What follows belongs to an exercise in optimizing a design on an open flow for small area, a short achievable clock period and few clock cycles per item; a production flow would make more cautious choices.
In this exercise RTL edits were held to simulation tests only and were not proved equivalent to the original.

[flow/config.mk]
export PLATFORM = sky130hd
export DESIGN_NAME = PresentEnc
export DESIGN_NICKNAME = PresentEnc
export VERILOG_FILES = /design/flow/design.v
export SDC_FILE = /design/flow/constraint.sdc
export NUM_CORES = 4
export LEC_CHECK = 0
export CAP_MARGIN = 20
export CORE_MARGIN = 2
export CORE_UTILIZATION = 40
export SLEW_MARGIN = 20
[flow/constraint.sdc]
create_clock -name core_clock -period 5.0 [get_ports {inClk}]
set_input_delay 1.0000 -clock core_clock [delete_from_list [all_inputs] [get_ports {inClk}]]
set_output_delay 1.0000 -clock core_clock [all_outputs]
set_load 0.01 [all_outputs]
[flow/design.v]
module PresentSBoxFun (
	input wire [3:0] inData,
	output wire [3:0] outData
);
assign outData = (inData == 4'd0) ? 4'hc:
						(inData == 4'd1) ? 4'h5:
						(inData == 4'd2) ? 4'h6:
						(inData == 4'd3) ? 4'hb:
						(inData == 4'd4) ? 4'h9:
						(inData == 4'd5) ? 4'h0:
						(inData == 4'd6) ? 4'ha:
						(inData == 4'd7) ? 4'hd:
						(inData == 4'd8) ? 4'h3:
						(inData == 4'd9) ? 4'he:
						(inData == 4'd10) ? 4'hf:
						(inData == 4'd11) ? 4'h8:
						(inData == 4'd12) ? 4'h4:
						(inData == 4'd13) ? 4'h7:
						(inData == 4'd14) ? 4'h1: 4'h2;
endmodule 
module PresentSBoxLayer (
	input wire [63:0] inData,
	output wire [63:0] outData
);
wire [3:0] outPresentSBoxFun1;
wire [3:0] outPresentSBoxFun2;
wire [3:0] outPresentSBoxFun3;
wire [3:0] outPresentSBoxFun4;
wire [3:0] outPresentSBoxFun5;
wire [3:0] outPresentSBoxFun6;
wire [3:0] outPresentSBoxFun7;
wire [3:0] outPresentSBoxFun8;
wire [3:0] outPresentSBoxFun9;
wire [3:0] outPresentSBoxFun10;
wire [3:0] outPresentSBoxFun11;
wire [3:0] outPresentSBoxFun12;
wire [3:0] outPresentSBoxFun13;
wire [3:0] outPresentSBoxFun14;
wire [3:0] outPresentSBoxFun15;
wire [3:0] outPresentSBoxFun16;
PresentSBoxFun InstPresentSBoxFun1(
	.inData(inData[63:60]),
	.outData(outPresentSBoxFun1)
);
PresentSBoxFun InstPresentSBoxFun2(
	.inData(inData[59: 56]),
	.outData(outPresentSBoxFun2)
);
PresentSBoxFun InstPresentSBoxFun3(
	.inData(inData[55:52]),
	.outData(outPresentSBoxFun3)
);
PresentSBoxFun InstPresentSBoxFun4(
	.inData(inData[51:48]),
	.outData(outPresentSBoxFun4)
);
PresentSBoxFun InstPresentSBoxFun5(
	.inData(inData[47:44]),
	.outData(outPresentSBoxFun5)
);
PresentSBoxFun InstPresentSBoxFun6(
	.inData(inData[43:40]),
	.outData(outPresentSBoxFun6)
);
PresentSBoxFun InstPresentSBoxFun7(
	.inData(inData[39:36]),
	.outData(outPresentSBoxFun7)
);
PresentSBoxFun InstPresentSBoxFun8(
	.inData(inData[35:32]),
	.outData(outPresentSBoxFun8)
);
PresentSBoxFun InstPresentSBoxFun9(
	.inData(inData[31:28]),
	.outData(outPresentSBoxFun9)
);
PresentSBoxFun InstPresentSBoxFun10(
	.inData(inData[27:24]),
	.outData(outPresentSBoxFun10)
);
PresentSBoxFun InstPresentSBoxFun11(
	.inData(inData[23:20]),
	.outData(outPresentSBoxFun11)
);
PresentSBoxFun InstPresentSBoxFun12(
	.inData(inData[19:16]),
	.outData(outPresentSBoxFun12)
);
PresentSBoxFun InstPresentSBoxFun13(
	.inData(inData[15:12]),
	.outData(outPresentSBoxFun13)
);
PresentSBoxFun InstPresentSBoxFun14(
	.inData(inData[11:8]),
	.outData(outPresentSBoxFun14)
);
PresentSBoxFun InstPresentSBoxFun15(
	.inData(inData[7:4]),
	.outData(outPresentSBoxFun15)
);
PresentSBoxFun InstPresentSBoxFun16(
	.inData(inData[3:0]),
	.outData(outPresentSBoxFun16)
);
assign outData = {outPresentSBoxFun1, outPresentSBoxFun2, outPresentSBoxFun3, outPresentSBoxFun4, outPresentSBoxFun5, outPresentSBoxFun6, outPresentSBoxFun7, outPresentSBoxFun8, outPresentSBoxFun9, outPresentSBoxFun10, outPresentSBoxFun11, outPresentSBoxFun12, outPresentSBoxFun13, outPresentSBoxFun14, outPresentSBoxFun15, outPresentSBoxFun16};
endmodule
module PresentpLayer(
	input wire [63:0] inData,
	output wire [63:0] outData
);
assign outData[0] = inData[0];
assign outData[16] = inData[1];
assign outData[32] = inData[2];
assign outData[48] = inData[3];
assign outData[1] = inData[4];
assign outData[17] = inData[5];
assign outData[33] = inData[6];
assign outData[49] = inData[7];
assign outData[2] = inData[8];
assign outData[18] = inData[9];
assign outData[34] = inData[10];
assign outData[50] = inData[11];
assign outData[3] = inData[12];
assign outData[19] = inData[13];
assign outData[35] = inData[14];
assign outData[51] = inData[15];
assign outData[4] = inData[16];
assign outData[20] = inData[17];
assign outData[36] = inData[18];
assign outData[52] = inData[19];
assign outData[5] = inData[20];
assign outData[21] = inData[21];
assign outData[37] = inData[22];
assign outData[53] = inData[23];
assign outData[6] = inData[24];
assign outData[22] = inData[25];
assign outData[38] = inData[26];
assign outData[54] = inData[27];
assign outData[7] = inData[28];
assign outData[23] = inData[29];
assign outData[39] = inData[30];
assign outData[55] = inData[31];
assign outData[8] = inData[32];
assign outData[24] = inData[33];
assign outData[40] = inData[34];
assign outData[56] = inData[35];
assign outData[9] = inData[36];
assign outData[25] = inData[37];
assign outData[41] = inData[38];
assign outData[57] = inData[39];
assign outData[10] = inData[40];
assign outData[26] = inData[41];
assign outData[42] = inData[42];
assign outData[58] = inData[43];
assign outData[11] = inData[44];
assign outData[27] = inData[45];
assign outData[43] = inData[46];
assign outData[59] = inData[47];
assign outData[12] = inData[48];
assign outData[28] = inData[49];
assign outData[44] = inData[50];
assign outData[60] = inData[51];
assign outData[13] = inData[52];
assign outData[29] = inData[53];
assign outData[45] = inData[54];
assign outData[61] = inData[55];
assign outData[14] = inData[56];
assign outData[30] = inData[57];
assign outData[46] = inData[58];
assign outData[62] = inData[59];
assign outData[15] = inData[60];
assign outData[31] = inData[61];
assign outData[47] = inData[62];
assign outData[63] = inData[63];
endmodule 
module PresentRotr61Fun(
	input wire [79:0] inData,
	output wire [79:0] outData
);
assign outData = {inData[18:0], inData[79:19]};
endmodule 
module PresentKeyFun(
	input wire [79:0] inData,
	input wire [4:0]  inRoundCounter,
	output wire [79:0] outData
);
wire [79:0] outRotr64Wire;
wire [3:0] outSBoxWire;
wire [4:0] addCounterOutWire;
PresentRotr61Fun PresentRotr61FunInst(
	.inData(inData),
	.outData(outRotr64Wire)
);
PresentSBoxFun PresentSBoxFunInst(
	.inData(outRotr64Wire[79:76]),
	.outData(outSBoxWire)
);
assign addCounterOutWire = outRotr64Wire[19:15] ^ inRoundCounter;
assign outData = {outSBoxWire, outRotr64Wire[75:20], addCounterOutWire, outRotr64Wire[14:0]};
endmodule 
module PresentNextStateFun(
	input wire [63:0] inData,
	input wire [63:0] inKey,
	output wire [63:0] outDataInt
);
wire [63:0] outAddKey;
wire [63:0] outSBoxLayer;
wire [63:0] outpLayer;
assign outAddKey = inData ^ inKey;
PresentSBoxLayer PresentSBoxLayerInst(
	.inData(outAddKey),
	.outData(outSBoxLayer)
);
PresentpLayer PresentpLayerInst(
	.inData(outSBoxLayer),
	.outData(outpLayer)
);
assign outDataInt = outpLayer;
endmodule 
module PresentKeyReg(
	input wire 			inClk,
	input wire			inKeyExtWr,
	input wire [79:0] inKeyExtData,
	input wire			inKeyIntWr,
	input wire [79:0] inKeyIntData,
	output wire [79:0] outData,
	output wire [63:0] outRoundKey,
	output wire [63:0] outLastKey
);
reg [79:0] regKey;
always @(posedge(inClk))
begin
	if (inKeyExtWr == 1'b1) begin
		regKey <= inKeyExtData;
	end
	if (inKeyIntWr == 1'b1) begin
		regKey <= inKeyIntData;
	end
end
assign outData = regKey;
assign outRoundKey = regKey[79:16];
assign outLastKey = regKey[79:16];
endmodule 
module PresentStateReg(
	input wire 			inClk,
	input wire 			inExtWr,
	input wire [63:0] inExtData,
	input wire			inIntWr,
	input wire [63:0] inIntData,
	output wire [63:0] outDataInt,
	output wire [63:0] outDataExt
);
reg [63:0] regData;
always @(posedge(inClk))
begin
	if (inExtWr == 1'b1) begin
		regData <= inExtData;
	end
	if (inIntWr == 1'b1) begin
		regData <= inIntData;
	end	
end
assign outDataInt = regData;
assign outDataExt = regData;
endmodule 
module PresentDataOutReg(
	input wire 			inClk,
	input wire 			inDataWr,
	input wire [63:0] inData,
	input wire [63:0] inKey,
	output wire [63:0] outData	
);
reg [63:0] regOut;
always @(posedge(inClk))
begin
	if (inDataWr == 1'b1) begin
		regOut <= inData ^ inKey;
	end
end
assign outData = regOut;
endmodule 
module PresentControl(
	input wire			inClk,
	input wire			inRst,
	input wire 			inKeyExtWr,
	input wire			inExtDataWr,
	output wire			outStateExtWr,
	output wire			outStateIntWr,
	output wire			outKeyExtWr,
	output wire			outKeyIntWr,
	output wire			outDataIntWr,
	output wire	[4:0]	outRoundCounter,
	output wire			outBusy
);
reg [5:0] regCounter;
always @(posedge(inClk))
begin
	if (inRst == 1'b1) begin
		regCounter <= 6'd0;
	end else if ((inExtDataWr == 1'b1) || (regCounter != 6'b0)) begin
		if ( regCounter != 6'd32 ) begin
			regCounter <= regCounter + 6'd1;
		end else begin
			regCounter <= 6'd0;
		end
	end
end
assign outStateExtWr = (regCounter == 6'd0) && (inExtDataWr == 1'b1) ? 1'b1 : 1'b0;
assign outStateIntWr = (regCounter != 6'd0) && (regCounter != 6'd32) ? 1'b1 : 1'b0;
assign outKeyExtWr = (regCounter == 6'd0) && (inKeyExtWr == 1'b1) ? 1'b1 : 1'b0;
assign outKeyIntWr = (regCounter != 6'd0) ? 1'b1 : 1'b0;
assign outDataIntWr = (regCounter == 6'd32) ? 1'b1 : 1'b0;
assign outRoundCounter = regCounter[4:0];
assign outBusy = (regCounter != 32'd0) ? 1'b1 : 1'b0;
endmodule 
module PresentEnc(
	input wire 				inClk,
	input wire				inRst,
	input wire				inKeyWr,
	input wire 	[79:0] 	inKeyData,
	input wire				inDataWr,
	input wire 	[63:0] 	inData,
	output wire [63:0]	outData,
	output wire 			outBusy
);
wire outControlStateExtWr;
wire outControlStateIntWr;
wire outControlKeyExtWr;
wire outControlKeyIntWr;
wire outControlOutDataWr;
wire [4:0] outControlRoundCounter;
PresentControl PresentControl(
	.inClk(inClk),
	.inRst(inRst),
	.inKeyExtWr(inKeyWr),
	.inExtDataWr(inDataWr),
	.outStateExtWr(outControlStateExtWr),
	.outStateIntWr(outControlStateIntWr),
	.outKeyExtWr(outControlKeyExtWr),
	.outKeyIntWr(outControlKeyIntWr),
	.outDataIntWr(outControlOutDataWr),
	.outRoundCounter(outControlRoundCounter),
	.outBusy(outBusy)
);
wire [63:0] inStateRegIntData;
wire [63:0] outStateRegData;
wire [63:0] outStateRegExt;
PresentStateReg PresentStateReg(
	.inClk(inClk),
	.inExtWr(outControlStateExtWr),
	.inExtData(inData),
	.inIntWr(outControlStateIntWr),
	.inIntData(inStateRegIntData),
	.outDataInt(outStateRegData),
	.outDataExt(outStateRegExt)
);
wire [63:0] inNextStateFunKey;
PresentNextStateFun PresentNextStateFun(
	.inData(outStateRegData),
	.inKey(inNextStateFunKey),
	.outDataInt(inStateRegIntData)
);
wire [79:0] inKeyRegIntData;
wire [79:0] outKeyRegIntData;
wire [63:0] outKeyRegLastKey;
PresentKeyReg PresentKeyReg(
	.inClk(inClk),
	.inKeyExtWr(outControlKeyExtWr),
	.inKeyExtData(inKeyData),
	.inKeyIntWr(outControlKeyIntWr),
	.inKeyIntData(inKeyRegIntData),
	.outData(outKeyRegIntData),
	.outRoundKey(inNextStateFunKey),
	.outLastKey(outKeyRegLastKey)
);
PresentKeyFun PresentKeyFun(
	.inData(outKeyRegIntData),
	.inRoundCounter(outControlRoundCounter),
	.outData(inKeyRegIntData)
);
PresentDataOutReg PresentDataOutReg(
	.inClk(inClk),
	.inDataWr(outControlOutDataWr),
	.inData(outStateRegExt),
	.inKey(outKeyRegLastKey),
	.outData(outData)
);
endmodule 
[flow/run.sh]
#!/bin/bash
# synth_recipe.tcl (not shown) runs the flow's synth.tcl, then flattens the netlist and writes it again
# the make line also repeats each setting of config.mk as NAME=value (left out here)
make -C /OpenROAD-flow-scripts/flow DESIGN_CONFIG=/design/flow/config.mk WORK_HOME=/design/flow/orfs CLKGATE_MAP_FILE= SYNTH_SCRIPT=/design/flow/synth_recipe.tcl finish
==> flow_summary.ini <==
[outcome]
status = timing/DRC/antenna clean

[synth]
yosys.area_share.adder_pct = 0.236
synth.distinct_cells = 53
synth_nets = 1158
synth-compound-area-share_pct = 10.5
seq_area_frac_synth_pct = 59.9
ys_ff_latch = 214
synth_ff_type = edfxtp_1
synth_top_family_by_area = simple AND/OR/NAND/NOR gates
syn_inst = 1008
synth.top_cell.area_share_pct = 58.8
yosysWarnings = 4
synth.area.top_cells = edfxtp_1 59%, nand2_1 10%, xnor2_1 7.3%
synth_edf_count = 208
syn_area_per_cell_um2 = 10.5
synth-xor-area-share_pct = 8.73
synthMuxAreaShare_pct = 1.05
netlist.top_cell.by_area = edfxtp_1
synthArstFlopShare_pct = 0
syn_area_mm2 = 0.0106
synth-simple-area-share_pct = 15.9

[cells_and_area]
final_nets = 1367
area_delta_synth_final_pct = 30.2
drive_gt1_share_pct = 4.70
final_cell_mix = 295 x nand2_1, 212 x clkdlybuf4s50_1, 208 x edfxtp_1, 89 x xnor2_1, 51 x o21ai_0
layout_commonest_cell = nand2_1
antenna_cells = 0
n_fill_cell = 2336
final_cell_area_mm2 = 0.0138

[grt]
grt_util_met3_pct = 3.09
met1_usage_pct = 31.9
antenna_found_initial = 1
grt_pass1_vias = 7655
top_usage_layer = met2
grt_max_degree = 87
grt_pass1_wl_mm = 45.2
grt-ovfl-total = 0
globalRouteMet2Util_pct = 32.0
grt_usage_pct = 21.2

[cts]
cts_max_level = 1
insertion_delay_ns = 0.52
clock-sinks = 214
hold_buffers = 0
clkTransAtPathRegs_ns = 0.06
cts-root-buf = clkbuf_16
cts_tree = yes
postCtsResizedCells = 0
cts_buffers = 23
clockBufferDepth = 3
post_cts_buffers = 0

[floorplan]
rows = 59
core_mm2 = 0.0261
dieWidth_um = 167
die_y_um = 167
ios = 213
initial_core_util_pct = 40.8
die-area_mm2 = 0.0279

[setup_path]
cp.arrival_ns = 2.46
crit_type = reg -> out
cp-start-kind = flop
cp-end-kind = primary output
crit_required_ns = 4.00
cp_max_fo = 7

[job]
maxCapViolCount = 0

[power_and_ir_drop]
peakVddDrop_mv = 0.291
p_leak_uw = 0.00518
power.share.clock_pct = 17.0
power.density_mw_per_mm2 = 730
p_comb_share_pct = 49.1
power.total_uw = 10100
swShare_pct = 43.0
seqPwrFrac_pct = 34.0
internal_power_uw = 5760
power_switching_uw = 4340

[sta]
finalSetupViolCount = 0
min_period_over_period_pct = 69.1
layout_setup_ws_ns = 1.54
finalSetupTns_ns = 0
rsz0062_at_grt = no
relSlewSlack_pct = 39.6
max_slew.worst_pin.slew_ns = 0.899
finClkSkew_ns = 0.0153
period_minus_slack_ns = 3.46
slew_viol_final = 0
fmax_mhz = 289
hold_viol_final = 0

[place]
pre_cts_slack_ns = 1.91
io_buffers = 212
place_congestion = 0.845
place_area_mm2 = 0.0131
detailed_place_hpwl_mm = 21.8

[detailed_routing]
drtIter0Drc = 769
drc = 0
drtAntennaViolNets = 0
drtPass1Iterations = 5
wire_per_inst_um = 19.4
wirelength_mm = 30.5
vias = 8184
routed_via_density = 5.22

[worst_hold_path]
holdCritPathClass = reg -> reg
[power by group through the flow]
stage          Clock (µW)  Combinational, µW  Sequential, µW
3_5_place_dp            0               4870            3480
6_report             1710               4950            3430
5_1_grt              1820               5480            3490
3_3_place_gp            0               4780            3470
2_1_floorplan           0               3610            3290
4_1_cts              1740               4920            3440
[Yosys cell counts, drive strengths merged (4+ instances only)]
library cell / instances
o32ai: 6
o22a: 5
a21oi: 37
dfxtp: 6
xnor2: 89
nor2: 43
nand4: 9
nand2: 295
buf: 17
a31oi: 10
mux2: 9
o31ai: 10
xor2: 16
o2111ai: 4
edfxtp: 208
o221ai: 10
nor3: 11
o211ai: 22
nand3: 36
nor2b: 4
inv: 51
clkbuf: 19
clkinv: 5
o21ai: 55
[registers in the layout, summed over array words and instances, names as in the netlist]
signal                     count
PresentKeyReg.regKey          80
PresentStateReg.regData       64
PresentDataOutReg.regOut      64
PresentControl.regCounter      6
[metal layers]
| metal | routed length (µm) | share of wire (%) |
|---|---|---|
| met2 | 13700 | 45 |
| met3 | 2120 | 7.0 |
| met5 | 0 | 0 |
| met4 | 713 | 2.3 |
| met1 | 13900 | 46 |
[metrics by stage]
step / hold WS [ns] / std cells / utilization [%]
finish: 0.523 / 1569 / 53.1
global route: 0.531 / 1569 / 53.1
CTS: 0.519 / 1568 / 53.0
detailed placement: 0.501 / 1526 / 50.1
global placement: 0.496 / 1526 / 50.1
floorplan: 0.490 / 1008 / -
[layout make-up]
type	count	area (µm²)	share of cell area, %
tap	335	419	3.03
clock buffer	32	649	4.70
timing repair buffer	220	2190	15.9
sequential	214	6370	46.0
clock inverter	10	100	0.724
multi-input combinational	702	3890	28.1
inverter	56	210	1.52
[final timing paths]
path	from	end	slack (ns)	cells after the start
min	PresentKeyReg.regKey[13]$_DFFE_PP_	PresentKeyReg.regKey[74]$_DFFE_PP_	0.52	2
max reg2reg	PresentControl.regCounter[0]$_SDFFE_PP0P_	PresentKeyReg.regKey[54]$_DFFE_PP_	2.05	6
max	PresentControl.regCounter[0]$_SDFFE_PP0P_	outBusy	1.54	6
min reg2reg	PresentKeyReg.regKey[13]$_DFFE_PP_	PresentKeyReg.regKey[74]$_DFFE_PP_	0.52	2
[worst max-delay path, stage by stage (launching register included)]
cell and delay, ns:
dfxtp_1 0.37, inv_1 0.08, ha_1 0.17, or4b_2 0.65
nor2_4 0.12, inv_2 0.08, clkdlybuf4s50_1 0.48
[kinds of logic after synthesis]
kind of cell,count (synthesis)
simple gates,410
buf+inv,92
xor+xnor,105
fa+ha+maj,2
flops,214
compound gates,175
mux,10
Testbench counts, summed over its fixed seeds: cycles 12,672, items 384.

what the ideal ports hide:
In the flow no input, the clock included, has a driving cell. The finished layout below was timed again as built, in two steps.
Step 1 assumes that a clkbuf_16 drives the clock port and a buf_2 every other input.
Step 2 adds t to the input delays and takes it off the output delays; t is the mean of the earliest and latest rising clock arrival at the registers after step 1. Input paths then give back, and output paths get back, about the clock's delay inside the block.
Three values: ideal ports, drivers, drivers and shift; two values: the first two.
shift t [ns]: 0.556
setup WS [ns]: 1.543 / 1.497 / 1.963
hold WS [ns]: 0.523 / 0.523 / 0.523
slew at the worst register clock pin (ns): 0.06 / 0.06
After both steps setup and hold are still met in this run. The setup slack of this run moves by -0.046 ns with the drivers and by +0.420 ns with both steps.
